Context: an optimization exercise on an open-source flow, tuned for small area, a short achievable clock period and few clock cycles per item. The choices shown serve that exercise and are no tape-out recipe.
Where RTL was checked, it was by simulation tests only, not by an equivalence proof against the original.
Function not checked in runs 2, 6, 9 and 10: the RTL went through the layout flow alone.
Power figures rest on the tool's default switching activity, not on a simulated workload.

==> flow/design.v <==
module xillybus_wrapper (
    input         ap_clk,
    input         ap_rst,
    input  [31:0] in_r_dout,
    input         in_r_empty_n,
    output        in_r_read,
    output [31:0] out_r_din,
    input         out_r_full_n,
    output        out_r_write
);
    localparam K = 6;
    function [1:0] step3(input [1:0] m, input b);
        case ({m, b})
            3'b000: step3 = 2'd0;
            3'b001: step3 = 2'd1;
            3'b010: step3 = 2'd2;
            3'b011: step3 = 2'd0;
            3'b100: step3 = 2'd1;
            3'b101: step3 = 2'd2;
            default: step3 = 2'bxx;
        endcase
    endfunction
    wire [7:0] R = in_r_dout[23:16];
    wire [7:0] G = in_r_dout[15:8];
    wire [7:0] B = in_r_dout[7:0];
    wire [9:0] sum = R + G + B;
    reg [1:0] mt [K:10];
    reg [7:K] qt;
    integer i;
    always @* begin
        mt[10] = 2'd0;
        for (i = 9; i >= K; i = i - 1) mt[i] = step3(mt[i+1], sum[i]);
        for (i = K; i < 8; i = i + 1) qt[i] = mt[i+1][1] | (mt[i+1][0] & sum[i]);
    end
    reg          vld;
    reg  [7:K]   qh;      
    reg  [1:0]   mh;      
    reg  [K-1:0] sl;      
    wire ready = ~vld | out_r_full_n;
    assign in_r_read   = in_r_empty_n & ready;
    assign out_r_write = vld & out_r_full_n;
    always @(posedge ap_clk) begin
        if (ap_rst) vld <= 1'b0;
        else if (ready) vld <= in_r_empty_n;
        if (ready) begin
            qh <= qt;
            mh <= mt[K];
            sl <= sum[K-1:0];
        end
    end
    reg [1:0] m [0:K];
    reg [K-1:0] ql;
    always @* begin
        m[K] = mh;
        for (i = K - 1; i >= 0; i = i - 1) m[i] = step3(m[i+1], sl[i]);
        for (i = 0; i < K; i = i + 1) ql[i] = m[i+1][1] | (m[i+1][0] & sl[i]);
    end
    assign out_r_din = {24'd0, qh, ql};
endmodule
==> flow/flow/run.sh <==
#!/bin/bash
# Standard ORFS layout with two changes: every port buffer starts as a
# sky130_fd_sc_hd__buf_1 (the resizer may still resize it), and the constant
# outputs share the one tie cell synthesis made instead of one tie cell each.
set -euo pipefail
bash standard.sh SKIP_REPAIR_TIE_FANOUT=1 \
  "BUFFER_PORTS_ARGS=-buffer_cell sky130_fd_sc_hd__buf_1" finish > standard_flow.log 2>&1
==> flow/standard.sh <==
#!/bin/bash
# synth_recipe.tcl (not shown) runs the flow's synth.tcl, then flattens the netlist and writes it again
# the make line also repeats each setting of config.mk as NAME=value (left out here)
make -C /OpenROAD-flow-scripts/flow DESIGN_CONFIG=/design/flow/config.mk WORK_HOME=/design/flow/orfs CLKGATE_MAP_FILE= SYNTH_SCRIPT=/design/flow/synth_recipe.tcl "${@:-finish}"
==> flow/config.mk <==
export PLATFORM = sky130hd
export DESIGN_NAME = xillybus_wrapper
export DESIGN_NICKNAME = xillybus_wrapper
export VERILOG_FILES = /design/flow/design.v
export SDC_FILE = /design/flow/constraint.sdc
export NUM_CORES = 4
export LEC_CHECK = 0
export ABC_AREA = 1
export CAP_MARGIN = 20
export CORE_AREA = 2.3 2.72 61.64 61.2
export DIE_AREA = 0 0 64 64
export SETUP_SLACK_MARGIN = 3.3
export SLEW_MARGIN = 20
==> flow/constraint.sdc <==
create_clock -name core_clock -period 7.0 [get_ports {ap_clk}]
set_input_delay 1.4000 -clock core_clock [delete_from_list [all_inputs] [get_ports {ap_clk}]]
set_output_delay 1.4000 -clock core_clock [all_outputs]
set_load 0.01 [all_outputs]
==> results.toml, run 1 <==
[timing]
timing.final.crit_share_pct = 49.41
period_needed_ns = 3.459
max_freq_mhz = 289.1
slew_viol_final = 0
rsz0062_at_grt = "false"
setup_viol = 0
fin_skew_ns = 0.002660
hold_viol = 0
setup_tns_ns = 0

[floorplan]
initial_core_util_pct = 40.46
ios = 70
core_um2 = 3390
die_h_um = 64
die_x_um = 64
dieArea_um2 = 4096
std_cell_rows = 21

[cells_and_area]
fin_util_pct = 41.71
syn_to_final_growth_pct = 3.102
mostFrequentLayoutCells = "nand2_1 (45), buf_1 (37), inv_1 (27), nand3_1 (19), edfxtp_1 (10)"
layout_commonest_cell = "nand2_1"
drive_above_1_share_pct = 8.205
diodes = 0
final_nets = 248

[clock_tree]
cts_tree = "yes"
h-tree-depth = 1
clkSlewWorstSetupHoldPaths_ns = 0.06
cts_sinks = 11
cts_hold_buffers = 0
cts_buffers = 3
cts_resized = 0
root_buffer = "clkbuf_4"
ctsLongestPathBuffers = 2
clk_latency_ns = 0.26
cts_setup_buffers = 0

[setup_path]
critical_path_arrival_ns = 3.48
path_cells = "buf_1 -> fa_1 -> ha_1 -> fa_1 -> nand3_1 -> nand2_2 -> nand2_1 -> nand2_1 -> nand2_1 -> nand2_1 -> inv_1 -> nand3_1 -> nand2_2 -> inv_2 -> nand3_1 -> nand2_1"
worstPathRequired_ns = 7.02
cp-start-kind = "input pin"
critPathBufInv = 3
critPathKind = "in -> reg"
max_stage_delay_ns = 0.49
slowest_stage = "fa_1"
cp_max_fo = 3
path_delay_family = "adder cells"
end_kind = "flop"
cpMostUsedCell = "nand2_1"

[run_status]
status = "timing/DRC/antenna clean"

[drt]
first_iter_violations = 49
avgViaCountPerCell = 4.407
wl_per_cell_um = 7.921
antenna_left = 0
drt_wl_total_um = 1909
drtPass1Iterations = 4
num_vias = 1062
drcViolationCount = 0

[global_routing]
grt-ovfl-total = 0
grt_pass1_vias = 909
grt_max_degree = 25
grtUsageTotal_pct = 10.39
grt_pass1_wl_um = 3450
antenna_found_initial = 0

[logic_synthesis]
synth-seq-cells = 11
ys_seq_area_share_pct = 23.36
synth.distinct_cells = 22
synth_cells = 178
synth.net_count = 230
avgSynthCellArea_um2 = 7.704
yosys_warnings = 3
netlist_area_um2 = 1371

[place]
numPortBuffers = 37
gp_congestion = 0.8057
dpl.hpwl_um = 1743

[pwr]
leakage_nw = 0.7148
ir_drop_v = 0.00008410
power_density_nw_per_um2 = 340.6

[job]
cap_violations = 0

[hold_path]
hold_class = "reg -> reg"
==> cells in the mapped netlist <==
library cell  number  share of area (%)
nand2_1           45                 12
nor2_1             1               0.27
inv_1             27                7.4
o211ai_1           1               0.55
o21ai_1            2               0.73
a21oi_1            6                2.2
edfxtp_1          10                 22
fa_1               9                 13
dfxtp_1            1                1.5
nand3_2            2                1.5
nand2_2            6                2.7
nand4_1            4                1.8
buf_4             24                 13
inv_2              2               0.55
nand2_4            2                1.6
nand3b_1           1               0.55
nand3_1           19                6.9
o21ai_0            3                1.1
ha_1               7                6.4
conb_1             1               0.27
xor2_1             4                2.6
nand4_2            1               0.91
==> flip-flops by register name, indices dropped and copies added (netlist names) <==
name and cells:
mh 2, sl 6, vld 1, qh 2
==> worst paths after layout <==
path                              startpoint  endpoint  slack (ns)  depth (start not counted)
worst max-delay path            in_r_dout[1]     mh[0]        3.54                         16
worst min-delay path                     vld       vld        0.80                          2
worst max register to register           vld     sl[2]        6.01                          1
worst min register to register           vld       vld        0.80                          2
==> cell type report <==
type                            count  area, µm²
Clock buffer                        4      26.28
Sequential cell                    11      320.3
Timing Repair Buffer               37      138.9
Multi-Input combinational cell    114      762.0
Inverter                           29      108.9
Fill cell                         362       1976
Tap cell                           46      57.56
==> through the flow <==
stage	power (mW)	worst slack [ns]	area (µm²)	cells	hold slack [ns]
after global placement	0.4459	3.284	1388	237	0.8044
final	0.4815	3.541	1414	241	0.7968
after detailed placement	0.4476	3.251	1388	237	0.8082
after global routing	0.5422	3.332	1414	241	0.8901
after floorplan	0.3837	3.517	1371	178	0.7085
after CTS	0.4893	3.521	1414	241	0.8179
==> cells by family (layout without fill, tap and decap cells) <==
| family | Yosys count | after routing | share of synthesized area (%) |
|---|---|---|---|
| buffers and inverters | 53 | 70 | 21.08 |
| flip-flops | 11 | 11 | 23.36 |
| adder cells (fa/ha/maj) | 16 | 16 | 19.53 |
| other | 1 | 1 | 0.2735 |
| XOR/XNOR | 4 | 4 | 2.554 |
| AND/OR/NAND/NOR | 81 | 81 | 28.65 |
| AO/OA/AOI/OAI | 12 | 12 | 4.562 |
==> report_power, final <==
part           internal (mW)  switching (mW)
Combinational          0.115           0.207
Sequential             0.103          0.0158
Clock                 0.0220          0.0185
Total                  0.240           0.241
==> per-layer routing <==
metal / routed length (µm) / vias up / global-route usage [%]
met5: 0 / - / 0
met1: 859 / 451 / 12.67
met4: 32 / 0 / 6.522
li1: - / 581 / -
met3: 105 / 4 / 1.232
met2: 911 / 26 / 17.32
Testbench counts, summed over its fixed seeds: cycles 8,008, items 8,000.
==> inputs of run 2 (changes only) <==
--- a/flow/design.v
+++ b/flow/design.v
@@ -10,3 +10,3 @@
 );
-    localparam K = 6;
+    localparam K = 7;
     function [1:0] step3(input [1:0] m, input b);
--- a/flow/config.mk
+++ b/flow/config.mk
@@ -11,3 +11,3 @@
 export DIE_AREA = 0 0 64 64
-export SETUP_SLACK_MARGIN = 3.3
+export SETUP_SLACK_MARGIN = 3.0
 export SLEW_MARGIN = 20
==> run 2 against run 1 <==
Still clean. Clock skew is essentially flat. Non-clock buffer count unchanged. Setup slack got worse by 0.11 ns. Die area unchanged. Total power increased by 6.9%. Cell area fell by 3.0%. Final cell count down 6.6%. Synthesized area shrank 2.6%. Critical path type unchanged.
==> results.toml, run 2 <==
[timing]
setup_viol = 0
period_needed_ns = 3.571
hold_viol = 0
slew_viol_final = 0
max_freq_mhz = 280.1
setup_tns_ns = 0
rsz0062_at_grt = "false"
timing.final.crit_share_pct = 51.01
fin_skew_ns = 0.002451

[logic_synthesis]
ys_seq_area_share_pct = 23.97
synthFlopType = "edfxtp_1"
synth_cells = 163
synth_top_area_share_pct = 22.47
synth_edf_count = 10
yosysTopAreaCell = "edfxtp_1"
synth.net_count = 215
synth-seq-cells = 11
avgSynthCellArea_um2 = 8.198
ys_top_cells_by_count = "nand2_1 (26), buf_4 (25), inv_1 (25)"
async_flop_share_pct = 0
netlist_top_cells_area = "edfxtp_1 (22%), buf_4 (14%), fa_1 (13%)"
netlist_area_um2 = 1336
synth.distinct_cells = 25
yosys_warnings = 3
synth.most_common_cell = "nand2_1"

[cells_and_area]
largest_reg_flops = 7
reg.largest.list = "sl: 7 flops, mh: 2 flops"
final_nets = 232
fin_util_pct = 40.46
mostFrequentLayoutCells = "buf_1 (37), nand2_1 (26), inv_1 (25), nand3_1 (14), a21oi_1 (11)"
stdcell_area_um2 = 1371
layout_commonest_cell = "buf_1"
diodes = 0
drive_above_1_share_pct = 8.939
largest-register = "sl"
syn_to_final_growth_pct = 2.622
fillers = 357

[setup_path]
rr_worst_depth = 1
path_delay_family = "adder cells"
r2r_start = "vld"
path_cells = "buf_1 -> fa_1 -> ha_1 -> inv_1 -> fa_1 -> o21ai_2 -> a21oi_1 -> o21bai_1 -> nand2_1 -> nand2_1 -> nand3_1 -> inv_1 -> nor2_1 -> nand2_1 -> nand2_1"
critPathKind = "in -> reg"
critPathBufInv = 3
crit_path_end = "mh[0]"
cpMostUsedCell = "nand2_1"
critical_path_arrival_ns = 3.59
startpoint = "in_r_dout[1]"
max_stage_delay_ns = 0.53
cp_max_fo = 2
cp-start-kind = "input pin"
r2r_end = "sl[5]"
path_depth = 15
regToRegSetupSlack_ns = 6.01
worstPathRequired_ns = 7.02
slowest_stage = "fa_1"
end_kind = "flop"

[floorplan]
die_x_um = 64
core_um2 = 3390
dieArea_um2 = 4096
std_cell_rows = 21
initial_core_util_pct = 39.42
die_h_um = 64
ios = 70

[place]
numPortBuffers = 37
postPlaceCellArea_um2 = 1345
gp_congestion = 0.7714
dpl.hpwl_um = 1586

[clock_tree]
ctsLongestPathBuffers = 2
clkSlewWorstSetupHoldPaths_ns = 0.06
root_buffer = "clkbuf_4"
cts_sinks = 11
h-tree-depth = 1
cts_resized = 0
clk_latency_ns = 0.26
cts_setup_buffers = 0
cts_buffers = 3
cts_hold_buffers = 0
cts_tree = "yes"

[job]
cap_violations = 0

[global_routing]
grt-ovfl-total = 0
antenna_found_initial = 0
grt_max_degree = 25
grt_pass1_vias = 829
grt_pass1_wl_um = 3263
grtUsageTotal_pct = 9.723

[drt]
avgViaCountPerCell = 4.378
wl_met1_um = 917
drcViolationCount = 0
top_layer_used = "met4"
antenna_left = 0
first_iter_violations = 42
drt_wl_total_um = 1794
met2_length_um = 730
wl_per_cell_um = 7.973
num_vias = 985
drtPass1Iterations = 4
routed-wl-met3_um = 113

[run_status]
status = "timing/DRC/antenna clean"

[hold_path]
hold_class = "reg -> reg"

[pwr]
leakage_nw = 0.6471
power_density_nw_per_um2 = 375.4
ir_drop_v = 0.00008243
-- run 2: worst min-delay path: cells and delay by family (launching register included) --
family             cells  cell delay (ns)
and+or+nand+nor        1             0.33
DFF                    1             0.32
AOI/OAI and AO/OA      1             0.11
-- run 2: area by class of cell --
type | instances | area, µm² | area share [%]
Multi-Input combinational cell | 101 | 730.7 | 53.28
Clock buffer | 4 | 26.28 | 1.916
Tap cell | 46 | 57.56 | 4.197
Inverter | 26 | 97.59 | 7.117
Sequential cell | 11 | 320.3 | 23.36
Timing Repair Buffer | 37 | 138.9 | 10.13
-- run 2: worst min-delay path by stage --
stage | slack, ns | end | cells past startpoint | startpoint
after CTS | 0.81 | vld | 2 | vld
after floorplan | 0.71 | vld | 2 | vld
after global placement | 0.80 | vld | 2 | vld
final | 0.79 | vld | 2 | vld
after detailed placement | 0.80 | vld | 2 | vld
after global routing | 0.87 | vld | 2 | vld
-- run 2: power by group --
group | leakage (nW) | switching, mW | total [mW] | internal (mW)
combinational | 0.518 | 0.221 | 0.353 | 0.132
clock | 0.0150 | 0.0185 | 0.0405 | 0.0220
sequential | 0.114 | 0.0183 | 0.122 | 0.103
total | 0.647 | 0.258 | 0.515 | 0.257
-- run 2: cell families (layout without fill, tap and decap cells) --
group | after synthesis | after routing | synth area share [%]
AO/OA/AOI/OAI | 17 | 17 | 7.022
AND/OR/NAND/NOR | 61 | 61 | 23.41
buffers and inverters | 51 | 67 | 21.35
flip-flops | 11 | 11 | 23.97
other | 1 | 1 | 0.2806
adder cells (fa/ha/maj) | 16 | 16 | 20.04
XOR/XNOR | 6 | 6 | 3.933
-- run 2: per-stage QoR --
step	setup slack, ns	power [mW]	instances	hold slack (ns)
CTS	3.410	0.5193	225	0.8115
global route	3.209	0.5837	225	0.8738
finish	3.429	0.5148	225	0.7921
floorplan	3.380	0.4099	163	0.7083
global placement	3.150	0.4743	221	0.7966
detailed placement	3.134	0.4776	221	0.8027
-- run 2: metal layers --
layer / up-vias / track usage, %
met4: 0 / 6.522
li1: 534 / -
met1: 419 / 13.81
met2: 30 / 13.67
met3: 2 / 1.232
met5: - / 0
==> inputs of run 3 (changes only) <==
--- a/flow/design.v
+++ b/flow/design.v
@@ -10,3 +10,3 @@
 );
-    localparam K = 7;
+    localparam K = 6;
     function [1:0] step3(input [1:0] m, input b);
--- a/flow/config.mk
+++ b/flow/config.mk
@@ -7,3 +7,3 @@
 export LEC_CHECK = 0
-export ABC_AREA = 1
+export ABC_AREA = 0
 export CAP_MARGIN = 20
@@ -11,3 +11,3 @@
 export DIE_AREA = 0 0 64 64
-export SETUP_SLACK_MARGIN = 3.0
+export SETUP_SLACK_MARGIN = 2.5
 export SLEW_MARGIN = 20
==> run 3 against run 2 <==
Clock skew hardly changed. Cell area increased by 27%. Global-route usage grew 6.9 points. Sequential cell count stayed put. Core utilization rose by 11 points. Synthesized cell count is 23% higher. Sequential share of layout area shrank 5.0 points. Clock-buffer cell count did not move. Worst hold slack better by 0.037 ns. Critical path type unchanged. Critical endpoint unchanged. Highest routed layer unchanged.
==> results.toml, run 3 <==
[clock_tree]
cts_sinks = 11
cts_tree = "yes"
h-tree-depth = 1
cts_resized = 0
cts_buffers = 3
root_buffer = "clkbuf_4"
ctsLongestPathBuffers = 2
cts_setup_buffers = 0
clkSlewWorstSetupHoldPaths_ns = 0.06
cts_hold_buffers = 0
clk_latency_ns = 0.26

[job]
cap_violations = 0

[logic_synthesis]
ys_seq_area_share_pct = 18.04
synth_compound_area_share_pct = 26.78
synth_cells = 200
synth.distinct_cells = 62
synth.most_common_cell = "buf_4"
async_flop_share_pct = 0
ys_top_cells_by_count = "buf_4 (26), inv_1 (13), nand2_1 (13)"
synthFlopType = "edfxtp_1"
synth_top_family_by_area = "compound AO/OA/AOI/OAI gates"
netlist_top_cells_area = "edfxtp_1 (17%), buf_4 (11%), fa_1 (10%)"
netlist_area_um2 = 1775
muxShareOfSynthArea_pct = 1.762
yosysTopAreaCell = "edfxtp_1"
synth_xor_area_share_pct = 6.977
synth_edf_count = 10
synth.net_count = 252
synth-seq-cells = 11
avgSynthCellArea_um2 = 8.877
synthSimpleGateAreaFrac_pct = 13.11
synth_fa_ha_area_share_pct = 15.72
synth_top_area_share_pct = 16.91
yosys_warnings = 3

[drt]
avgViaCountPerCell = 5.508
drcViolationCount = 0
num_vias = 1388
first_iter_violations = 125
drt_wl_total_um = 3105
antenna_left = 0
drtPass1Iterations = 5
wl_per_cell_um = 12.32

[pwr]
sequentialPowerShare_pct = 27.1
leakage_nw = 0.6638
p_int_mw = 0.3103
power_density_nw_per_um2 = 347.9
switching_share_pct = 48.79
p_total_mw = 0.6060
power.switching_mw = 0.2956
combPwrFrac_pct = 66.2
ir_drop_v = 0.0001523
pwr-share-clk_pct = 6.7

[timing]
worst_pin_slew_ns = 0.5580
fin_skew_ns = 0.002186
setup_tns_ns = 0
period_needed_ns = 3.954
rsz0062_at_grt = "false"
max_freq_mhz = 252.9
slew_headroom_pct = 62.80
timing.final.crit_share_pct = 56.49
hold_viol = 0
slew_viol_final = 0
setup_viol = 0

[cells_and_area]
syn_to_final_growth_pct = -1.903
final_nets = 259
drive_above_1_share_pct = 8.738
final_cells = 252
largest_reg_flops = 6
fin_util_pct = 51.38
mostFrequentLayoutCells = "buf_1 (37), inv_1 (13), nand2_1 (13), a21oi_1 (12), edfxtp_1 (10)"
layout_commonest_cell = "buf_1"
largest-register = "sl"
diodes = 0
reg.largest.list = "sl: 6 flops, mh: 2 flops, qh: 2 flops"

[setup_path]
startpoint = "in_r_dout[1]"
path_delay_family = "compound AO/OA/AOI/OAI gates"
slowest_stage = "fa_1"
worstPathRequired_ns = 7.01
rr_worst_depth = 1
end_kind = "flop"
critPathKind = "in -> reg"
path_cells = "buf_1 -> fa_1 -> ha_1 -> fa_1 -> a211o_1 -> a21o_1 -> a21oi_4 -> xor2_1 -> o22ai_1 -> a221o_1"
path_depth = 10
cpMostUsedCell = "fa_1"
max_stage_delay_ns = 0.47
crit_path_end = "mh[0]"
cp_max_fo = 3
r2r_end = "sl[2]"
r2r_start = "vld"
cp-start-kind = "input pin"
regToRegSetupSlack_ns = 5.98
critical_path_arrival_ns = 3.97
critPathBufInv = 1

[floorplan]
initial_core_util_pct = 52.38
dieArea_um2 = 4096
core_um2 = 3390
std_cell_rows = 21
die_h_um = 64
ios = 70
die_x_um = 64

[place]
dpl.hpwl_um = 2548
gp_congestion = 0.8687
dpl.cell_count = 248
numPortBuffers = 37

[global_routing]
antenna_found_initial = 0
grtUsageTotal_pct = 16.61
grt-ovfl-total = 0
grt_pass1_wl_um = 5595
grt_pass1_vias = 1371
grt_max_degree = 25

[run_status]
status = "timing/DRC/antenna clean"

[hold_path]
hold_class = "reg -> reg"
run 3: worst min-delay path, stage by stage (launching register included):
cell and delay, ns:
dfxtp_1 0.30, nand2b_1 0.36, a21oi_1 0.12
run 3: per-stage QoR:
| step | area [µm²] | hold slack (ns) | setup slack (ns) |
|---|---|---|---|
| after floorplan | 1775 | 0.7343 | 2.994 |
| after global placement | 1715 | 0.8366 | 2.794 |
| after detailed placement | 1715 | 0.8468 | 2.761 |
| after CTS | 1742 | 0.8566 | 3.040 |
| after global routing | 1742 | 0.9092 | 2.894 |
| final | 1742 | 0.8292 | 3.046 |
run 3: power groups by stage:
stage | clock (mW) | sequential (mW) | combinational [mW]
2_1_floorplan | 0 | 0.119 | 0.388
6_report | 0.0407 | 0.164 | 0.401
3_3_place_gp | 0 | 0.163 | 0.391
5_1_grt | 0.0441 | 0.171 | 0.451
4_1_cts | 0.0424 | 0.163 | 0.404
3_5_place_dp | 0 | 0.165 | 0.402
run 3: metal layers:
metal,track usage (%),wire length (µm),up-vias
met5,0,0,-
met4,7.609,27,0
met3,1.232,181,2
met2,29.69,1582,41
met1,20.18,1313,640
li1,-,-,705
run 3: worst min-delay path by stage:
stage               cells after the start  startpoint  endpoint
detailed placement                      2         vld       vld
global placement                        2         vld       vld
global route                            2         vld       vld
CTS                                     2         vld       vld
floorplan                               2         vld       vld
finish                                  2         vld       vld
run 3: cells by family after synthesis:
| group | after synthesis |
|---|---|
| other cells | 1 |
| xor+xnor | 12 |
| buf+inv | 49 |
| mux | 3 |
| compound gates | 61 |
| fa+ha+maj | 17 |
| flops | 11 |
| simple gates | 46 |
run 3: area by class of cell:
| class | count | area (µm²) |
|---|---|---|
| fillers | 329 | 1648 |
| multi-input cells | 140 | 1146 |
| flip-flops and latches | 11 | 320.3 |
| repair buffers | 37 | 138.9 |
| well taps | 46 | 57.56 |
| inverters | 14 | 52.55 |
| clock buffers | 4 | 26.28 |
Testbench counts of run 3, summed over its fixed seeds: cycles 8,008, items 8,000.
==> inputs of run 4 (changes only) <==
--- a/flow/config.mk
+++ b/flow/config.mk
@@ -11,3 +11,3 @@
 export DIE_AREA = 0 0 64 64
-export SETUP_SLACK_MARGIN = 2.5
+export SETUP_SLACK_MARGIN = 3.2
 export SLEW_MARGIN = 20
==> run 4 against run 3 <==
Sequential cell count stayed put. Sequential share of layout area fell by 0.88 points. Combinational power rose by 15%. Clock-buffer cell count is the same. Global-route usage down 0.77 points. Critical path type unchanged. Critical endpoint is now mh[1].
==> results.toml, run 4 <==
[floorplan]
core_um2 = 3390
die_x_um = 64
die_h_um = 64
ios = 70
initial_core_util_pct = 52.38
dieArea_um2 = 4096
std_cell_rows = 21

[clock_tree]
cts_tree = "yes"
clkSlewWorstSetupHoldPaths_ns = 0.06
cts_buffers = 3
root_buffer = "clkbuf_4"
clk_latency_ns = 0.26
h-tree-depth = 1
cts_sinks = 11
ctsLongestPathBuffers = 2

[cells_and_area]
layout_commonest_cell = "buf_1"
mostFrequentLayoutCells = "buf_1 (37), inv_1 (13), nand2_1 (13), a21oi_1 (12)"
seqCellArea_um2 = 320.3
diodes = 0
stdcell_area_um2 = 1829
largest-register = "sl"
reg.largest.list = "sl: 6 flops, mh: 2 flops, qh: 2 flops"
syn_to_final_growth_pct = 3.030
fillers = 327
drive_above_1_share_pct = 14.81
multiInputGateArea_um2 = 1159
largest_reg_flops = 6
final_nets = 269

[run_status]
status = "timing/DRC/antenna clean"

[timing]
period_needed_ns = 3.808
max_freq_mhz = 262.6
timing.final.crit_share_pct = 54.39
rsz0062_at_grt = "true"
setup_slack_ns = 3.192
setup_viol = 0
setup_tns_ns = 0
fin_skew_ns = 0.001947
hold_viol = 0
slew_viol_final = 0

[logic_synthesis]
synth.distinct_cells = 62
async_flop_share_pct = 0
netlist_top_cells_area = "edfxtp_1 (17%), buf_4 (11%), fa_1 (10%)"
ys_top_cells_by_count = "buf_4 (26), inv_1 (13), nand2_1 (13)"
netlist_area_um2 = 1775
yosysTopAreaCell = "edfxtp_1"
synth_top_area_share_pct = 16.91
synth.net_count = 252
synthFlopType = "edfxtp_1"
synth-seq-cells = 11
yosys_warnings = 3
synth_edf_count = 10
ys_seq_area_share_pct = 18.04
avgSynthCellArea_um2 = 8.877
synth.most_common_cell = "buf_4"
synth_cells = 200

[place]
dpl.hpwl_um = 2557
gp_congestion = 0.8651
postPlaceCellArea_um2 = 1720
dpl_worst_slack_ns = 2.898
numPortBuffers = 37

[global_routing]
grt_max_degree = 25
grt_pass1_vias = 1287
grt-ovfl-total = 0
grt_pass1_wl_um = 5347
antenna_found_initial = 0
grtUsageTotal_pct = 15.84

[setup_path]
r2r_start = "vld"
worstPathRequired_ns = 7.10
rr_worst_depth = 1
end_kind = "flop"
startpoint = "in_r_dout[1]"
cp_max_fo = 3
critical_path_arrival_ns = 3.91
cp-start-kind = "input pin"
critPathKind = "in -> reg"

[hold_path]
hold_depth = 2
hold_start = "vld"
hold_class = "reg -> reg"

[pwr]
combPwrFrac_pct = 70.8
ir_drop_v = 0.0001458
sequentialPowerShare_pct = 23.1
p_int_mw = 0.3416
switching_share_pct = 47.50
power_density_nw_per_um2 = 355.7
pwr-share-clk_pct = 6.1
power.switching_mw = 0.3091
leakage_nw = 0.7106

[drt]
num_vias = 1449
drtPass1Iterations = 4
drt_wl_total_um = 3307
wl_per_cell_um = 12.62
drcViolationCount = 0
antenna_left = 0
first_iter_violations = 84
avgViaCountPerCell = 5.531

[job]
cap_violations = 0
run 4: cell types whose count changed in the layout (fill, tap and decap cells not counted), sizes merged:
cell	delta
buf	+10
run 4: final cells by class:
class | instances | share of cell area [%]
well taps | 46 | 3.146
multi-input cells | 140 | 63.34
flip-flops and latches | 11 | 17.51
inverters | 14 | 2.873
clock buffers | 4 | 1.436
repair buffers | 47 | 11.70
run 4: cell families after synthesis:
logic type	after synthesis	synth area share (%)
AO/OA/AOI/OAI	61	26.78
XOR/XNOR	12	6.977
adder cells (fa/ha/maj)	17	15.71
buffers and inverters	49	17.41
flip-flops	11	18.04
multiplexers	3	1.762
other	1	0.2112
AND/OR/NAND/NOR	46	13.11
run 4: metrics by stage:
| step | power [mW] | cells | util, % | hold WS (ns) |
|---|---|---|---|---|
| 2_1_floorplan | 0.5072 | 200 | - | 0.7343 |
| 3_3_place_gp | 0.5550 | 248 | 50.76 | 0.8449 |
| 3_5_place_dp | 0.5677 | 248 | 50.76 | 0.8496 |
| 4_1_cts | 0.6094 | 252 | 51.53 | 0.8595 |
| 5_1_grt | 0.7081 | 262 | 53.97 | 0.7488 |
| 6_report | 0.6507 | 262 | 53.97 | 0.6771 |
run 4: worst max-delay path, cell delays in order:
cell,delay [ns]
buf_1,0.10
fa_1,0.48
ha_2,0.21
fa_2,0.36
a211o_1,0.31
a211o_1,0.33
xnor2_1,0.22
a22oi_2,0.11
or2_0,0.20
a32oi_1,0.17
run 4: power groups by stage:
stage                     clock network, mW  registers (mW)  logic, mW
after floorplan                           0           0.119      0.389
after global placement                    0           0.163      0.392
after detailed placement                  0           0.165      0.403
after CTS                            0.0411           0.163      0.405
after global routing                 0.0430           0.157      0.509
final                                0.0400           0.150      0.460
run 4: routing by layer:
metal / up-vias / GRT usage, % / wire length [µm]
li1: 727 / - / -
met1: 660 / 20.00 / 1415
met5: - / 0 / 0
met2: 58 / 27.34 / 1649
met4: 0 / 6.522 / 40
met3: 4 / 1.761 / 202
run 4: worst paths after layout:
check          end  slack [ns]
max          mh[1]        3.19
min            vld        0.68
max reg2reg  qh[6]        6.16
min reg2reg    vld        0.68
run 4: repair_timing:
action                     in CTS  in global routing
setup endpoints to repair       3                  5
setup buffers                   0                 10
pin swaps                       2                  0
gates resized for setup         0                  2
hold buffers                    0                  0
==> inputs of run 5 (changes only) <==
--- a/flow/config.mk
+++ b/flow/config.mk
@@ -7,3 +7,3 @@
 export LEC_CHECK = 0
-export ABC_AREA = 0
+export ABC_AREA = 1
 export CAP_MARGIN = 20
@@ -11,3 +11,3 @@
 export DIE_AREA = 0 0 64 64
-export SETUP_SLACK_MARGIN = 3.2
+export SETUP_SLACK_MARGIN = 3.6
 export SLEW_MARGIN = 20
==> run 5 against run 4 <==
Via count decreased by 25%. First-iteration DRC count fell by 68%. Sequential share of layout area increased by 4.0 points. Still clean on timing, DRC and antenna. Synthesized area shrank 23%. Combinational power shrank 25%. Routed wire length down 38%. Register-to-register slack worse by 0.14 ns. Core utilization decreased by 10 points. Clock power increased by 2%. Clock skew up 0.0020 ns.
==> results.toml, run 5 <==
[logic_synthesis]
ys_seq_area_share_pct = 23.36
yosys_warnings = 3
ys_top_cells_by_count = "nand2_1 (45), inv_1 (27), buf_4 (24)"
avgSynthCellArea_um2 = 7.704
synth_top_area_share_pct = 21.90
synth.most_common_cell = "nand2_1"
synth.net_count = 230
synthFlopType = "edfxtp_1"
synth.distinct_cells = 22
async_flop_share_pct = 0
netlist_area_um2 = 1371
netlist_top_cells_area = "edfxtp_1 (22%), fa_1 (13%), buf_4 (13%)"
synth_cells = 178
synth-seq-cells = 11
synth_edf_count = 10
yosysTopAreaCell = "edfxtp_1"

[floorplan]
die_h_um = 64
initial_core_util_pct = 40.46
core_um2 = 3390
ios = 70
die_x_um = 64
dieArea_um2 = 4096
std_cell_rows = 21

[cells_and_area]
syn_to_final_growth_pct = 8.486
drive_above_1_share_pct = 15.66
layout_commonest_cell = "nand2_1"
fillers = 346
stdcell_area_um2 = 1488
diodes = 0
largest_reg_flops = 6
final_nets = 251
reg.largest.list = "sl: 6 flops, mh: 2 flops, qh: 2 flops"
largest-register = "sl"
mostFrequentLayoutCells = "nand2_1 (43), buf_1 (36), inv_1 (26), nand3_1 (15), edfxtp_1 (10)"

[timing]
fin_skew_ns = 0.003970
rsz0062_at_grt = "true"
max_freq_mhz = 300.2
period_needed_ns = 3.331
slew_viol_final = 0
setup_tns_ns = 0
setup_viol = 0
hold_viol = 0
timing.final.crit_share_pct = 47.59

[setup_path]
critPathBufInv = 3
cp_max_fo = 3
cp-start-kind = "input pin"
slowest_stage = "fa_1"
end_kind = "flop"
max_stage_delay_ns = 0.48
path_delay_family = "adder cells"
critPathKind = "in -> reg"
path_cells = "buf_6 -> fa_1 -> ha_2 -> fa_2 -> nand3_2 -> nand2_2 -> nand2_1 -> o211ai_1 -> inv_1 -> nand3_2 -> nand2_2 -> inv_2 -> nand3_2 -> nand2_1"
worstPathRequired_ns = 7.02
cpMostUsedCell = "nand3_2"
critical_path_arrival_ns = 3.35

[place]
gp_congestion = 0.7583
dpl.hpwl_um = 1731
numPortBuffers = 37
postPlaceCellArea_um2 = 1393

[drt]
wl_per_cell_um = 8.357
first_iter_violations = 27
drcViolationCount = 0
antenna_left = 0
drtPass1Iterations = 4
num_vias = 1086
drt_wl_total_um = 2039
avgViaCountPerCell = 4.451

[pwr]
power_density_nw_per_um2 = 337.7
power.switching_mw = 0.2515
p_total_mw = 0.5024
leakage_nw = 0.7387
p_int_mw = 0.2509
ir_drop_v = 0.00008933
sequentialPowerShare_pct = 23.7
switching_share_pct = 50.06
combPwrFrac_pct = 68.2
pwr-share-clk_pct = 8.1

[global_routing]
grt_pass1_vias = 948
antenna_found_initial = 0
grtUsageTotal_pct = 10.60
grt_pass1_wl_um = 3553
grt-ovfl-total = 0
grt_max_degree = 25

[clock_tree]
clkSlewWorstSetupHoldPaths_ns = 0.06
h-tree-depth = 1
cts_hold_buffers = 0
clk_latency_ns = 0.26
cts_sinks = 11
root_buffer = "clkbuf_4"
ctsLongestPathBuffers = 2
cts_buffers = 3
cts_tree = "yes"

[job]
cap_violations = 0

[hold_path]
hold_class = "reg -> reg"

[run_status]
status = "timing/DRC/antenna clean"
[run 5: changes by cell type after synthesis, moves of 4 or more]
cell / delta
nor3_1: -7
nand2b_1: -4
buf_2: -4
inv_1: +14
nand4_1: +4
nand2_1: +32
nor2_1: -7
nand3_1: +15
a21o_1: -4
xnor2_1: -8
nand2_2: +6
a21oi_1: -6
[run 5: worst paths after layout]
path	slack, ns	to	depth (start not counted)	startpoint
min reg2reg	0.80	vld	2	vld
min	0.80	vld	2	vld
max reg2reg	6.02	mh[0]	1	vld
max	3.67	mh[0]	14	in_r_dout[17]
[run 5: cell type report]
cell class | count | area (µm²) | area share (%)
timing repair buffer | 40 | 168.9 | 11.35
tap | 46 | 57.56 | 3.869
clock inverter | 1 | 5.005 | 0.3364
clock buffer | 3 | 22.52 | 1.514
inverter | 29 | 108.9 | 7.317
sequential | 11 | 320.3 | 21.53
multi-input combinational | 114 | 804.5 | 54.08
[run 5: stage by stage]
| stage | setup WS, ns | utilization [%] | cells | hold slack, ns |
|---|---|---|---|---|
| after floorplan | 3.606 | - | 178 | 0.7085 |
| after CTS | 3.632 | 41.90 | 241 | 0.8216 |
| final | 3.669 | 43.89 | 244 | 0.7969 |
| after detailed placement | 3.364 | 41.09 | 237 | 0.8083 |
| after global routing | 3.526 | 43.89 | 244 | 0.8993 |
| after global placement | 3.387 | 41.09 | 237 | 0.8037 |
[run 5: power groups by stage]
stage          Clock, mW  Sequential [mW]  Combinational [mW]
2_1_floorplan          0            0.121               0.263
3_3_place_gp           0            0.121               0.325
3_5_place_dp           0            0.121               0.327
4_1_cts           0.0420            0.119               0.328
5_1_grt           0.0454            0.123               0.394
6_report          0.0407            0.119               0.343
[run 5: repair_timing]
item | 4_1_cts | 5_1_grt
gates resized for setup | 0 | 10
endpoints found under the setup margin | 0 | 3
setup buffers | 0 | 3
[run 5: per-layer routing]
layer	track usage, %	routed length (µm)	part of all wire (%)
met1	13.18	871	43
met2	17.19	1001	49
met3	1.585	129	6.3
met4	6.522	37	1.8
met5	0	0	0
[run 5: tightest hold or removal path: stages, from the launching register on]
cell     delay [ns]
dfxtp_1        0.32
nand2_1        0.32
a21oi_1        0.11
[run 5: cells by family after synthesis]
kind of cell,count (synthesis),share of synthesized area (%)
AND/OR/NAND/NOR,81,28.65
other,1,0.2735
adder cells (fa/ha/maj),16,19.53
flip-flops,11,23.36
buffers and inverters,53,21.08
XOR/XNOR,4,2.554
AO/OA/AOI/OAI,12,4.562
==> inputs of run 6 (changes only) <==
--- a/flow/design.v
+++ b/flow/design.v
@@ -10,3 +10,3 @@
 );
-    localparam K = 6;
+    localparam K = 7;
     function [1:0] step3(input [1:0] m, input b);
--- a/flow/config.mk
+++ b/flow/config.mk
@@ -9,5 +9,5 @@
 export CAP_MARGIN = 20
-export CORE_AREA = 2.3 2.72 61.64 61.2
-export DIE_AREA = 0 0 64 64
-export SETUP_SLACK_MARGIN = 3.6
+export CORE_AREA = 2.3 2.72 58.42 59.84
+export DIE_AREA = 0 0 60.5 62.2
+export SETUP_SLACK_MARGIN = 3.3
 export SLEW_MARGIN = 20
==> run 6 against run 5 <==
Still clean on timing, DRC and antenna. Final cell count is 7.8% lower. Worst hold slack gained 0.025 ns. Clock skew is 0.0017 ns higher. Die area shrank 8.1%. Routed wire length is 9.7% higher.
==> results.toml, run 6 <==
[timing]
rsz0062_at_grt = "false"
fin_skew_ns = 0.005706
worst_hold_slack_ns = 0.8215
max_freq_mhz = 282.4
timing.final.crit_share_pct = 50.59
period_needed_ns = 3.541
slew_viol_final = 0
hold_viol = 0
setup_tns_ns = 0
setup_viol = 0

[drt]
drcViolationCount = 0
avgViaCountPerCell = 4.658
drt_wl_total_um = 2237
antenna_left = 0
wl_per_cell_um = 9.942
first_iter_violations = 49
drtPass1Iterations = 4
num_vias = 1048

[cells_and_area]
diodes = 0
final_nets = 232
layout_commonest_cell = "buf_1"
reg.largest.list = "sl: 7 flops, mh: 2 flops"
stdcell_area_um2 = 1379
drive_above_1_share_pct = 10.06
largest-register = "sl"
largest_reg_flops = 7
syn_to_final_growth_pct = 3.183
fillers = 349
mostFrequentLayoutCells = "buf_1 (37), nand2_1 (26), inv_1 (25), nand3_1 (13), a21oi_1 (11)"

[setup_path]
cp_max_fo = 2
cp-start-kind = "input pin"
startpoint = "in_r_dout[1]"
end_kind = "flop"
critPathKind = "in -> reg"
worstPathRequired_ns = 7.02
r2r_start = "vld"
critical_path_arrival_ns = 3.56

[clock_tree]
clk_latency_ns = 0.26
cts_tree = "yes"
root_buffer = "clkbuf_4"
cts_sinks = 11
ctsLongestPathBuffers = 2
clkSlewWorstSetupHoldPaths_ns = 0.07
cts_hold_buffers = 0
cts_resized = 0
cts_setup_buffers = 0
h-tree-depth = 1
cts_buffers = 3

[logic_synthesis]
synth.most_common_cell = "nand2_1"
synth.distinct_cells = 25
async_flop_share_pct = 0
ys_seq_area_share_pct = 23.97
yosysTopAreaCell = "edfxtp_1"
synth_xor_area_share_pct = 3.933
netlist_area_um2 = 1336
synthSimpleGateAreaFrac_pct = 23.41
synth_top_area_share_pct = 22.47
synth_top_family_by_area = "simple AND/OR/NAND/NOR gates"
synth.net_count = 215
yosys_warnings = 3
synth-seq-cells = 11
netlist_top_cells_area = "edfxtp_1 (22%), buf_4 (14%), fa_1 (13%)"
avgSynthCellArea_um2 = 8.198
synth_compound_area_share_pct = 7.022
muxShareOfSynthArea_pct = 0
synth_edf_count = 10
synth_cells = 163
synthFlopType = "edfxtp_1"
ys_top_cells_by_count = "nand2_1 (26), buf_4 (25), inv_1 (25)"
synth_fa_ha_area_share_pct = 20.04

[pwr]
ir_drop_v = 0.00009262
power_density_nw_per_um2 = 386.4
leakage_nw = 0.6473

[global_routing]
grt_max_degree = 25
grt_pass1_vias = 1024
grt-ovfl-total = 0
antenna_found_initial = 0
grtUsageTotal_pct = 13.24
grt_pass1_wl_um = 3933

[place]
postPlaceCellArea_um2 = 1345
gp_congestion = 0.7711
dpl.hpwl_um = 1929
numPortBuffers = 37

[floorplan]
die_h_um = 62.20
initial_core_util_pct = 41.69
core_um2 = 3206
std_cell_rows = 21
ios = 70
die_x_um = 60.50
dieArea_um2 = 3763

[job]
cap_violations = 0

[run_status]
status = "timing/DRC/antenna clean"

[hold_path]
hold_start = "vld"
hold_class = "reg -> reg"
run 6: cell count changes after synthesis, sizes merged, moves of 2 or more:
cell	before	now
nand2	53	31
a21oi	6	11
inv	29	26
nand3	21	18
nor2	1	4
or2	0	2
xnor2	0	2
run 6: power by group:
part           leakage, nW  switching (mW)  internal (mW)  total (mW)
combinational        0.519           0.234          0.133       0.368
sequential           0.114          0.0193          0.103       0.122
clock               0.0150          0.0206         0.0220      0.0426
run 6: path summary, 6_finish.rpt:
check / to / slack (ns) / cells after the start
max: mh[0] / 3.46 / 15
min: vld / 0.82 / 2
max reg2reg: sl[6] / 5.98 / 1
min reg2reg: vld / 0.82 / 2
run 6: metal layers:
layer | track usage, % | part of all wire, % | up-vias
li1 | - | - | 533
met1 | 14.70 | 40 | 482
met2 | 23.78 | 53 | 31
met3 | 1.250 | 5.5 | 2
met4 | 7.065 | 1.2 | 0
met5 | 0 | 0 | -
run 6: stage by stage:
| step | utilization (%) | power [mW] | std cells | setup slack (ns) |
|---|---|---|---|---|
| floorplan | - | 0.4099 | 163 | 3.380 |
| global placement | 41.96 | 0.4665 | 221 | 3.156 |
| detailed placement | 41.96 | 0.4877 | 221 | 3.099 |
| CTS | 42.78 | 0.5307 | 225 | 3.378 |
| global route | 43.01 | 0.5947 | 225 | 3.302 |
| finish | 43.01 | 0.5328 | 225 | 3.459 |
run 6: kinds of logic (layout without fill, tap and decap cells):
| family | count (synthesis) | after routing |
|---|---|---|
| AND/OR/NAND/NOR | 61 | 61 |
| adder cells (fa/ha/maj) | 16 | 16 |
| AO/OA/AOI/OAI | 17 | 17 |
| XOR/XNOR | 6 | 6 |
| other | 1 | 1 |
| flip-flops | 11 | 11 |
| buffers and inverters | 51 | 67 |
run 6: area by class of cell:
type,instances,area [µm²],area share [%]
Multi-Input combinational cell,101,738.2,53.54
Sequential cell,11,320.3,23.23
Timing Repair Buffer,37,138.9,10.07
Inverter,26,97.59,7.078
Tap cell,46,57.56,4.174
Clock buffer,4,26.28,1.906
run 6: worst max-delay path: stages:
cell	delay (ns)
buf_1	0.09
fa_1	0.54
ha_1	0.17
inv_1	0.06
fa_2	0.36
o21ai_2	0.15
a21oi_1	0.08
o21bai_1	0.22
nand2_1	0.08
nand2_1	0.10
nand3_2	0.07
inv_1	0.08
nor2_1	0.05
nand2_1	0.07
nand2_1	0.05
==> inputs of run 7 (changes only) <==
--- a/flow/design.v
+++ b/flow/design.v
@@ -10,3 +10,3 @@
 );
-    localparam K = 7;
+    localparam K = 6;
     function [1:0] step3(input [1:0] m, input b);
==> run 7 against run 6 <==
Register-to-register slack better by 0.03 ns. Sequential cell count unchanged. Global-route usage shrank 2.0 points. Synthesized area rose by 2.6%. Core utilization is 1.1 points higher. Sequential power about the same. Clock-buffer cell count did not move. Via count rose by 2.3%. Combinational power is 13% lower. Die area unchanged. Non-clock buffer count is the same. Critical endpoint unchanged. Largest cell class unchanged.
==> results.toml, run 7 <==
[pwr]
ir_drop_v = 0.00009336
leakage_nw = 0.7148
power_density_nw_per_um2 = 340.2
p_total_mw = 0.4810

[global_routing]
grt_pass1_wl_um = 3381
grtUsageTotal_pct = 11.29
grt_pass1_vias = 925
antenna_found_initial = 0
grt_max_degree = 25
grt-ovfl-total = 0

[floorplan]
std_cell_rows = 21
die_h_um = 62.20
dieArea_um2 = 3763
die_x_um = 60.50
ios = 70
initial_core_util_pct = 42.78
core_um2 = 3206

[clock_tree]
root_buffer = "clkbuf_4"
cts_resized = 0
cts_hold_buffers = 0
cts_setup_buffers = 0
ctsLongestPathBuffers = 2
clkSlewWorstSetupHoldPaths_ns = 0.06
clk_latency_ns = 0.26
h-tree-depth = 1
cts_buffers = 3
cts_sinks = 11
cts_tree = "yes"

[logic_synthesis]
synth.distinct_cells = 22
avgSynthCellArea_um2 = 7.704
synth_top_area_share_pct = 21.90
synth.net_count = 230
synthFlopType = "edfxtp_1"
ys_seq_area_share_pct = 23.36
synth.most_common_cell = "nand2_1"
synth_edf_count = 10
synth_cells = 178
yosysTopAreaCell = "edfxtp_1"
netlist_top_cells_area = "edfxtp_1 (22%), fa_1 (13%), buf_4 (13%)"
netlist_area_um2 = 1371
synth-seq-cells = 11
async_flop_share_pct = 0
ys_top_cells_by_count = "nand2_1 (45), inv_1 (27), buf_4 (24)"
yosys_warnings = 3

[drt]
drtPass1Iterations = 4
avgViaCountPerCell = 4.448
wl_per_cell_um = 7.614
num_vias = 1072
drcViolationCount = 0
antenna_left = 0
drt_wl_total_um = 1835
first_iter_violations = 40

[cells_and_area]
fillers = 332
multiInputGateArea_um2 = 762.0
syn_to_final_growth_pct = 3.102
reg.largest.list = "sl: 6 flops, mh: 2 flops, qh: 2 flops"
largest_reg_flops = 6
largest-register = "sl"
mostFrequentLayoutCells = "nand2_1 (45), buf_1 (37), inv_1 (27), nand3_1 (19), edfxtp_1 (10)"
layout_commonest_cell = "nand2_1"
final_nets = 248
drive_above_1_share_pct = 8.205
diodes = 0
seqCellArea_um2 = 320.3

[hold_path]
hold_class = "reg -> reg"

[timing]
hold_viol = 0
max_freq_mhz = 292.5
worst_hold_slack_ns = 0.8019
slew_viol_final = 0
setup_tns_ns = 0
period_needed_ns = 3.418
timing.final.crit_share_pct = 48.83
fin_skew_ns = 0.0006450
rsz0062_at_grt = "false"
setup_viol = 0

[run_status]
status = "timing/DRC/antenna clean"

[setup_path]
cp-start-kind = "input pin"
critPathKind = "in -> reg"
critical_path_arrival_ns = 3.44
end_kind = "flop"
worstPathRequired_ns = 7.02
cp_max_fo = 3

[job]
cap_violations = 0

[place]
dpl.hpwl_um = 1662
gp_congestion = 0.7916
numPortBuffers = 37
[run 7: cell count changes in the layout (fill, tap and decap cells not counted), moves of 2 or more]
| cell | change |
|---|---|
| o21ai_1 | +2 |
| a21oi_1 | -5 |
| nand3_2 | -2 |
| nand2_1 | +19 |
| nand2_4 | +2 |
| xnor2_1 | -2 |
| inv_1 | +2 |
| nor2_1 | -3 |
| nand3_1 | +6 |
[run 7: routing by layer]
metal / global-route usage (%) / up-vias / part of all wire (%)
li1: - / 579 / -
met1: 13.53 / 463 / 45
met2: 18.61 / 26 / 45
met3: 1.667 / 4 / 8.0
met4: 6.522 / 0 / 2.4
met5: 0 / - / 0
[run 7: where the power goes]
part | switching, mW | leakage [nW] | internal (mW) | total, mW
clock | 0.0191 | 0.0150 | 0.0220 | 0.0412
sequential | 0.0158 | 0.115 | 0.103 | 0.119
combinational | 0.206 | 0.585 | 0.115 | 0.321
total | 0.241 | 0.715 | 0.240 | 0.481
[run 7: layout make-up]
cell class                 instances  share of cell area [%]
timing repair buffer              37                   9.823
multi-input combinational        114                   53.89
clock buffer                       4                   1.858
tap                               46                   4.071
sequential                        11                   22.65
inverter                          29                   7.699
[run 7: path summary, 6_finish.rpt]
kind,slack [ns],cells past startpoint,start,endpoint
worst max-delay path,3.58,16,in_r_dout[1],mh[0]
worst min-delay path,0.80,2,vld,vld
worst max register to register,6.01,1,vld,sl[0]
worst min register to register,0.80,2,vld,vld
[run 7: logic make-up (layout without fill, tap and decap cells)]
kind of cell             count (synthesis)  count (layout)  synth area share [%]
adder cells (fa/ha/maj)                 16              16                 19.53
other                                    1               1                0.2735
AND/OR/NAND/NOR                         81              81                 28.65
AO/OA/AOI/OAI                           12              12                 4.562
flip-flops                              11              11                 23.36
buffers and inverters                   53              70                 21.08
XOR/XNOR                                 4               4                 2.554
[run 7: worst max-delay path, stage by stage]
cell and delay, ns:
buf_1 0.09, fa_1 0.47, ha_1 0.24, fa_1 0.40, nand3_1 0.11, nand2_2 0.08
nand2_1 0.08, nand2_1 0.05, nand2_1 0.06, nand2_1 0.06, inv_1 0.08, nand3_1 0.09
nand2_2 0.09, inv_2 0.04, nand3_1 0.06, nand2_1 0.05
[run 7: per-stage QoR]
stage                     setup WS, ns  instances  area, µm²  util (%)
final                            3.582        241       1414     44.11
after detailed placement         3.284        237       1388     43.29
after floorplan                  3.517        178       1371         -
after global routing             3.353        241       1414     44.11
after CTS                        3.566        241       1414     44.11
after global placement           3.281        237       1388     43.29
Testbench counts of run 7, summed over its fixed seeds: cycles 8,008, items 8,000.
==> inputs of run 8 (changes only) <==
--- a/flow/config.mk
+++ b/flow/config.mk
@@ -11,2 +11,3 @@
 export DIE_AREA = 0 0 60.5 62.2
+export PLACE_DENSITY = 0.8
 export SETUP_SLACK_MARGIN = 3.3
==> run 8 against run 7 <==
Still clean on timing, DRC and antenna. Synthesized cell count unchanged. Core utilization unchanged. Routed wire length increased by 14%. Sequential power is essentially flat. Clock power barely moved. Global-route usage increased by 1.4 points. Critical path type unchanged. Critical endpoint unchanged. Largest cell class unchanged. Largest power group unchanged. Highest routed layer is now met3.
==> results.toml, run 8 <==
[run_status]
status = "timing/DRC/antenna clean"

[setup_path]
cpMostUsedCell = "nand2_1"
rr_worst_depth = 1
path_cells = "buf_1 -> fa_1 -> ha_1 -> fa_1 -> nand3_1 -> nand2_2 -> nand2_1 -> nand2_1 -> nand2_1 -> nand2_1 -> inv_1 -> nand3_1 -> nand2_2 -> inv_2 -> nand3_1 -> nand2_1"
cp_max_fo = 3
critPathKind = "in -> reg"
slowest_stage = "fa_1"
r2r_start = "vld"
r2r_end = "sl[0]"
path_delay_family = "adder cells"
cp-start-kind = "input pin"
max_stage_delay_ns = 0.47
end_kind = "flop"
regToRegSetupSlack_ns = 5.99
worstPathRequired_ns = 7.02
critical_path_arrival_ns = 3.46
critPathBufInv = 3

[timing]
worst_hold_slack_ns = 0.8137
max_freq_mhz = 290.7
fin_skew_ns = 0.003070
rsz0062_at_grt = "false"
setup_slack_ns = 3.560
period_needed_ns = 3.440
timing.final.crit_share_pct = 49.14
setup_viol = 0
setup_tns_ns = 0
slew_viol_final = 0
hold_viol = 0

[logic_synthesis]
async_flop_share_pct = 0
synth_edf_count = 10
yosys_warnings = 3
netlist_top_cells_area = "edfxtp_1 (22%), fa_1 (13%), buf_4 (13%)"
ys_top_cells_by_count = "nand2_1 (45), inv_1 (27), buf_4 (24)"
netlist_area_um2 = 1371
avgSynthCellArea_um2 = 7.704
synth_top_area_share_pct = 21.90
synth_cells = 178
synth.distinct_cells = 22
synth.most_common_cell = "nand2_1"
synthFlopType = "edfxtp_1"
yosysTopAreaCell = "edfxtp_1"
synth-seq-cells = 11
ys_seq_area_share_pct = 23.36
synth.net_count = 230

[cells_and_area]
syn_to_final_growth_pct = 3.102
diodes = 0
mostFrequentLayoutCells = "nand2_1 (45), buf_1 (37), inv_1 (27), nand3_1 (19), edfxtp_1 (10)"
reg.largest.list = "sl: 6 flops, mh: 2 flops, qh: 2 flops"
largest-register = "sl"
layout_commonest_cell = "nand2_1"
largest_reg_flops = 6
final_nets = 248
drive_above_1_share_pct = 8.205

[place]
dpl.hpwl_um = 1886
gp_congestion = 0.8137
dpl_worst_slack_ns = 3.271
numPortBuffers = 37

[global_routing]
grt_pass1_wl_um = 3801
grt_max_degree = 25
grtUsageTotal_pct = 12.67
grt-ovfl-total = 0
grt_pass1_vias = 1017
antenna_found_initial = 0

[job]
cap_violations = 0

[floorplan]
dieArea_um2 = 3763
initial_core_util_pct = 42.78
ios = 70
die_h_um = 62.20
die_x_um = 60.50
core_um2 = 3206
std_cell_rows = 21

[hold_path]
hold_depth = 2
whs_endpoint = "vld"
hold_class = "reg -> reg"
hold_start = "vld"

[clock_tree]
cts_sinks = 11
clk_latency_ns = 0.26
root_buffer = "clkbuf_4"
cts_setup_buffers = 0
h-tree-depth = 1
cts_hold_buffers = 0
cts_tree = "yes"
cts_resized = 0
ctsLongestPathBuffers = 2
clkSlewWorstSetupHoldPaths_ns = 0.06
cts_buffers = 3

[drt]
first_iter_violations = 25
num_vias = 1078
drtPass1Iterations = 4
drcViolationCount = 0
antenna_left = 0
drt_wl_total_um = 2096
wl_per_cell_um = 8.697
avgViaCountPerCell = 4.473

[pwr]
leakage_nw = 0.7148
power_density_nw_per_um2 = 343.6
ir_drop_v = 0.00008851
-- run 8: cell counts after synthesis --
Identical to the previous run, type by type.
-- run 8: worst min-delay path: cells and delay by family (launching register included) --
family,cells,cell delay (ns)
compound gates,1,0.11
simple gates,1,0.34
flops,1,0.32
-- run 8: worst max-delay path by stage --
| stage | from | endpoint | slack (ns) | cells past startpoint |
|---|---|---|---|---|
| after floorplan | in_r_dout[1] | mh[0] | 3.52 | 15 |
| after global placement | in_r_dout[1] | mh[0] | 3.30 | 14 |
| after detailed placement | in_r_dout[1] | mh[0] | 3.27 | 16 |
| after CTS | in_r_dout[1] | mh[0] | 3.56 | 16 |
| after global routing | in_r_dout[1] | mh[0] | 3.33 | 16 |
| final | in_r_dout[1] | mh[0] | 3.56 | 16 |
-- run 8: routing by layer --
layer / track usage, % / routed length (µm)
met1: 14.87 / 879
met3: 1.250 / 83
met5: 0 / 0
met2: 22.01 / 1132
met4: 6.522 / 0
-- run 8: final cells by class --
cell class / count / area, µm²
Fill cell: 356 / 1792
Multi-Input combinational cell: 114 / 762.0
Sequential cell: 11 / 320.3
Timing Repair Buffer: 37 / 138.9
Inverter: 29 / 108.9
Tap cell: 46 / 57.56
Clock buffer: 4 / 26.28
-- run 8: kinds of logic (layout without fill, tap and decap cells) --
| group | count (synthesis) | after routing | synth area share [%] |
|---|---|---|---|
| XOR/XNOR | 4 | 4 | 2.554 |
| flip-flops | 11 | 11 | 23.36 |
| AO/OA/AOI/OAI | 12 | 12 | 4.562 |
| buffers and inverters | 53 | 70 | 21.08 |
| AND/OR/NAND/NOR | 81 | 81 | 28.65 |
| adder cells (fa/ha/maj) | 16 | 16 | 19.53 |
| other | 1 | 1 | 0.2735 |
-- run 8: where the power goes --
group	internal, mW	total, mW	switching [mW]
logic	0.116	0.325	0.209
clock network	0.0220	0.0409	0.0189
registers	0.103	0.120	0.0167
total	0.241	0.486	0.245
-- run 8: stage by stage --
| stage | cells | total power [mW] | instance area [µm²] | utilization [%] |
|---|---|---|---|---|
| after floorplan | 178 | 0.3837 | 1371 | - |
| after global placement | 237 | 0.4394 | 1388 | 43.29 |
| after detailed placement | 237 | 0.4498 | 1388 | 43.29 |
| after CTS | 241 | 0.4916 | 1414 | 44.11 |
| after global routing | 241 | 0.5474 | 1414 | 44.11 |
| final | 241 | 0.4858 | 1414 | 44.11 |
==> inputs of run 9 (changes only) <==
--- a/flow/design.v
+++ b/flow/design.v
@@ -10,3 +10,3 @@
 );
-    localparam K = 6;
+    localparam K = 5;
     function [1:0] step3(input [1:0] m, input b);
--- a/flow/config.mk
+++ b/flow/config.mk
@@ -11,3 +11,2 @@
 export DIE_AREA = 0 0 60.5 62.2
-export PLACE_DENSITY = 0.8
 export SETUP_SLACK_MARGIN = 3.3
==> run 9 against run 8 <==
Synthesized cell count up 3.9%. Global-route usage down 0.78 points. Non-clock buffer count grew 1. Critical path type unchanged. Largest power group unchanged.
==> results.toml, run 9 <==
[run_status]
status = "timing/DRC/antenna clean"

[clock_tree]
h-tree-depth = 1
ctsLongestPathBuffers = 2
root_buffer = "clkbuf_4"
clkSlewWorstSetupHoldPaths_ns = 0.06
clk_latency_ns = 0.26
cts_sinks = 11
cts_tree = "yes"
cts_buffers = 3

[setup_path]
critPathBufInv = 1
regToRegSetupSlack_ns = 5.99
r2r_start = "vld"
path_cells = "buf_1 -> fa_1 -> ha_1 -> fa_2 -> nand3_1 -> nand3_2 -> nand2_2 -> nand2_1 -> nand2_1 -> nand2_1 -> nand3_4 -> nand2_2 -> nand2_2 -> nand2_1 -> nand2_1 -> nand2_1"
critPathKind = "in -> reg"
crit_path_end = "mh[1]"
slowest_stage = "fa_1"
cp_max_fo = 4
cpMostUsedCell = "nand2_1"
max_stage_delay_ns = 0.47
r2r_end = "sl[4]"
worstPathRequired_ns = 7.01
path_depth = 16
critical_path_arrival_ns = 3.55
rr_worst_depth = 1
startpoint = "in_r_dout[1]"
path_delay_family = "adder cells"
cp-start-kind = "input pin"
end_kind = "flop"

[logic_synthesis]
async_flop_share_pct = 0
synthFlopType = "edfxtp_1"
yosys_warnings = 3
synth-seq-cells = 11
ys_top_cells_by_count = "nand2_1 (47), inv_1 (26), buf_4 (24)"
synth.net_count = 237
synth_cells = 185
netlist_top_cells_area = "edfxtp_1 (22%), fa_1 (13%), buf_4 (13%)"
netlist_area_um2 = 1395
avgSynthCellArea_um2 = 7.541
synth.distinct_cells = 24
ys_seq_area_share_pct = 22.96
synth_top_area_share_pct = 21.52
yosysTopAreaCell = "edfxtp_1"
synth_edf_count = 10
synth.most_common_cell = "nand2_1"

[pwr]
power.switching_mw = 0.2096
leakage_nw = 0.7282
switching_share_pct = 47.87
p_int_mw = 0.2282
sequentialPowerShare_pct = 26.2
combPwrFrac_pct = 64.5
power_density_nw_per_um2 = 299.6
pwr-share-clk_pct = 9.2
ir_drop_v = 0.00007787

[global_routing]
antenna_found_initial = 0
grt-ovfl-total = 0
grt_max_degree = 25
grtUsageTotal_pct = 11.89
grt_pass1_wl_um = 3512
grt_pass1_vias = 932

[floorplan]
die_h_um = 62.20
core_um2 = 3206
dieArea_um2 = 3763
ios = 70
std_cell_rows = 21
die_x_um = 60.50
initial_core_util_pct = 43.52

[drt]
wl_per_cell_um = 8.277
drt_wl_total_um = 2061
antenna_left = 0
drtPass1Iterations = 4
drcViolationCount = 0
avgViaCountPerCell = 4.482
num_vias = 1116
first_iter_violations = 19

[timing]
slew_viol_final = 0
setup_tns_ns = 0
period_needed_ns = 3.530
setup_slack_ns = 3.470
fin_skew_ns = 0.002898
timing.final.crit_share_pct = 50.43
hold_viol = 0
max_freq_mhz = 283.3
worst_hold_slack_ns = 0.8123
rsz0062_at_grt = "false"
setup_viol = 0

[cells_and_area]
drive_above_1_share_pct = 13.79
mostFrequentLayoutCells = "nand2_1 (45), buf_1 (37), inv_1 (26), nand2_2 (12), nand3_1 (11)"
largest_reg_flops = 5
final_nets = 256
syn_to_final_growth_pct = 4.753
largest-register = "sl"
reg.largest.list = "sl: 5 flops, qh: 3 flops, mh: 2 flops"
diodes = 0
layout_commonest_cell = "nand2_1"

[place]
dpl.hpwl_um = 1790
gp_congestion = 0.7522
dpl_worst_slack_ns = 3.068
numPortBuffers = 37

[hold_path]
hold_start = "vld"
hold_class = "reg -> reg"

[job]
cap_violations = 0
## run 9: changes by cell type in the layout (fill, tap and decap cells not counted), moves of 2 or more
cell / delta
nand3_1: -8
a21oi_2: +2
a21oi_1: -3
nand2_4: -2
nor2_1: +8
o21ai_1: +2
or2_1: +2
nand2_2: +6
## run 9: power by group through the flow
stage	logic [mW]	registers, mW	clock network [mW]
2_1_floorplan	0.222	0.119	0
3_3_place_gp	0.276	0.116	0
3_5_place_dp	0.279	0.116	0
4_1_cts	0.280	0.115	0.0426
5_1_grt	0.329	0.118	0.0457
6_report	0.282	0.115	0.0405
## run 9: worst min-delay path by stage
stage           to  slack (ns)  depth (start not counted)
2_1_floorplan  vld        0.71                          2
3_3_place_gp   vld        0.81                          2
3_5_place_dp   vld        0.83                          2
4_1_cts        vld        0.84                          2
5_1_grt        vld        0.93                          2
6_report       vld        0.81                          2
## run 9: logic make-up after synthesis
family | count (synthesis) | synth area share, %
AND/OR/NAND/NOR | 89 | 30.31
buffers and inverters | 53 | 20.72
adder cells (fa/ha/maj) | 16 | 19.19
AO/OA/AOI/OAI | 12 | 4.664
flip-flops | 11 | 22.96
XOR/XNOR | 3 | 1.884
other | 1 | 0.2688
## run 9: stage by stage
stage / area (µm²) / utilization, % / std cells / power (mW)
after floorplan: 1395 / - / 185 / 0.3419
after global placement: 1411 / 44.03 / 244 / 0.3920
after detailed placement: 1411 / 44.03 / 244 / 0.3954
after CTS: 1438 / 44.85 / 248 / 0.4380
after global routing: 1461 / 45.59 / 249 / 0.4936
final: 1461 / 45.59 / 249 / 0.4378
## run 9: layout make-up
type,count,area (µm²)
Fill cell,347,1744
Tap cell,46,57.56
Timing Repair Buffer,38,146.4
Sequential cell,11,320.3
Clock buffer,4,26.28
Inverter,29,108.9
Multi-Input combinational cell,121,802.0
## run 9: timing repair
item,4_1_cts,5_1_grt
setup endpoints to repair,0,3
buffers inserted,0,1
resized for setup,0,5
hold buffers,0,0
## run 9: tightest hold or removal path: cells and delay by family (launching register included)
kind,cells,cell delay (ns)
compound gates,1,0.11
flops,1,0.32
simple gates,1,0.34
## run 9: metal layers
| layer | part of all wire (%) | GRT usage, % |
|---|---|---|
| met1 | 43 | 13.57 |
| met2 | 49 | 21.20 |
| met3 | 6.0 | 1.875 |
| met4 | 1.1 | 4.891 |
| met5 | 0 | 0 |
==> inputs of run 10 (changes only) <==
--- a/flow/design.v
+++ b/flow/design.v
@@ -10,3 +10,3 @@
 );
-    localparam K = 5;
+    localparam K = 7;
     function [1:0] step3(input [1:0] m, input b);
--- a/flow/config.mk
+++ b/flow/config.mk
@@ -11,2 +11,3 @@
 export DIE_AREA = 0 0 60.5 62.2
+export PLACE_DENSITY = 0.8
 export SETUP_SLACK_MARGIN = 3.3
==> run 10 against run 9 <==
Final cell count is 9.6% lower. Cell area is 6.0% lower. Sequential power is 6% higher. Clock power hardly changed. Clock skew is 0.0015 ns higher. Maximum frequency is 0.58% lower. Clock-buffer cell count stayed put. Global-route usage is 0.38 points lower. Via count is 6.1% lower. First-iteration DRC count is 21% lower. Critical endpoint is now mh[0].
==> results.toml, run 10 <==
[run_status]
status = "timing/DRC/antenna clean"

[clock_tree]
h-tree-depth = 1
root_buffer = "clkbuf_4"
clk_latency_ns = 0.26
cts_tree = "yes"
cts_setup_buffers = 0
cts_hold_buffers = 0
cts_buffers = 3
cts_sinks = 11
ctsLongestPathBuffers = 2
clkSlewWorstSetupHoldPaths_ns = 0.06

[logic_synthesis]
synth.distinct_cells = 25
synth-seq-cells = 11
async_flop_share_pct = 0
avgSynthCellArea_um2 = 8.198
synthFlopType = "edfxtp_1"
yosys_warnings = 3
synth_top_area_share_pct = 22.47
synth_cells = 163
synth.most_common_cell = "nand2_1"
ys_seq_area_share_pct = 23.97
synth_edf_count = 10
yosysTopAreaCell = "edfxtp_1"
netlist_area_um2 = 1336

[drt]
drtPass1Iterations = 4
drt_wl_total_um = 1924
drcViolationCount = 0
num_vias = 1048
first_iter_violations = 15
wl_per_cell_um = 8.551

[cells_and_area]
layout_commonest_cell = "buf_1"
seqCellArea_um2 = 320.3
mostFrequentLayoutCells = "buf_1 (37), nand2_1 (26), inv_1 (25), nand3_1 (14), a21oi_1 (11)"
multiInputGateArea_um2 = 733.2
largest_reg_flops = 7
diodes = 0
syn_to_final_growth_pct = 2.809
final_nets = 232
drive_above_1_share_pct = 9.497
largest-register = "sl"

[timing]
timing.final.crit_share_pct = 50.73
fin_skew_ns = 0.004437
setup_tns_ns = 0

[global_routing]
grt_pass1_wl_um = 3436
antenna_found_initial = 0
grt_pass1_vias = 960
grt-ovfl-total = 0
grt_max_degree = 25

[pwr]
sequentialPowerShare_pct = 23.4
p_int_mw = 0.2579
power.switching_mw = 0.2621
leakage_nw = 0.6466
power_density_nw_per_um2 = 378.5
ir_drop_v = 0.0001085
combPwrFrac_pct = 68.7
switching_share_pct = 50.41

[place]
dpl.hpwl_um = 1723
numPortBuffers = 37
gp_congestion = 0.7099

[setup_path]
end_kind = "flop"
cp_max_fo = 2
worstPathRequired_ns = 7.02
critical_path_arrival_ns = 3.57
cp-start-kind = "input pin"

[floorplan]
die_x_um = 60.50
std_cell_rows = 21
dieArea_um2 = 3763
core_um2 = 3206
initial_core_util_pct = 41.69
ios = 70

[job]
cap_violations = 0
run 10: cell types whose count changed after synthesis, sizes merged:
| cell | before | now |
|---|---|---|
| a21oi | 5 | 11 |
| buf | 24 | 25 |
| inv | 29 | 26 |
| nand2 | 57 | 31 |
| nand3 | 15 | 18 |
| nand4 | 4 | 5 |
| nor2 | 10 | 4 |
| o211ai | 0 | 1 |
| o21ai | 6 | 4 |
| o21bai | 0 | 1 |
| o22ai | 1 | 0 |
| xnor2 | 0 | 2 |
| xor2 | 3 | 4 |
run 10: power by group through the flow:
| stage | Combinational, mW | Clock, mW | Sequential (mW) |
|---|---|---|---|
| after global placement | 0.350 | 0 | 0.121 |
| final | 0.357 | 0.0407 | 0.122 |
| after detailed placement | 0.359 | 0 | 0.123 |
| after global routing | 0.407 | 0.0463 | 0.124 |
| after floorplan | 0.291 | 0 | 0.119 |
| after CTS | 0.360 | 0.0423 | 0.122 |
run 10: worst max-delay path, stage by stage:
cell	delay, ns
buf_1	0.09
fa_1	0.54
ha_1	0.17
inv_1	0.06
fa_2	0.36
o21ai_2	0.16
a21oi_1	0.08
o21bai_1	0.21
nand2_1	0.08
nand2_1	0.08
nand3_1	0.09
inv_1	0.09
nor2_1	0.05
nand2_1	0.07
nand2_1	0.04
run 10: path summary, 6_finish.rpt:
path	endpoint	depth (start not counted)	slack, ns	from
hold / removal	vld	2	0.78	vld
setup / recovery	mh[0]	15	3.45	in_r_dout[1]
setup reg to reg	sl[6]	1	6.03	vld
hold reg to reg	vld	2	0.78	vld
run 10: layout make-up:
cell class / instances / area share [%]
timing repair buffer: 37 / 10.11
sequential: 11 / 23.32
inverter: 26 / 7.104
clock buffer: 4 / 1.913
tap: 46 / 4.189
multi-input combinational: 101 / 53.37
run 10: metrics by stage:
step	hold WS, ns	std cells	setup WS, ns	cell area (µm²)	power (mW)
2_1_floorplan	0.7083	163	3.380	1336	0.4099
3_3_place_gp	0.7765	221	3.171	1345	0.4714
3_5_place_dp	0.7882	221	3.115	1345	0.4818
4_1_cts	0.7962	225	3.389	1371	0.5237
5_1_grt	0.8697	225	3.311	1374	0.5774
6_report	0.7828	225	3.449	1374	0.5200
run 10: kinds of logic (layout without fill, tap and decap cells):
group	count (synthesis)	in the layout	synth area share [%]
AND/OR/NAND/NOR	61	61	23.41
buffers and inverters	51	67	21.35
AO/OA/AOI/OAI	17	17	7.022
adder cells (fa/ha/maj)	16	16	20.04
flip-flops	11	11	23.97
XOR/XNOR	6	6	3.933
other	1	1	0.2806
run 10: routing by layer:
metal  wire length [µm]  global-route usage (%)
met5                  0                       0
met4                 55                   7.337
met3                135                   1.250
met2               1012                   20.65
met1                720                   12.10
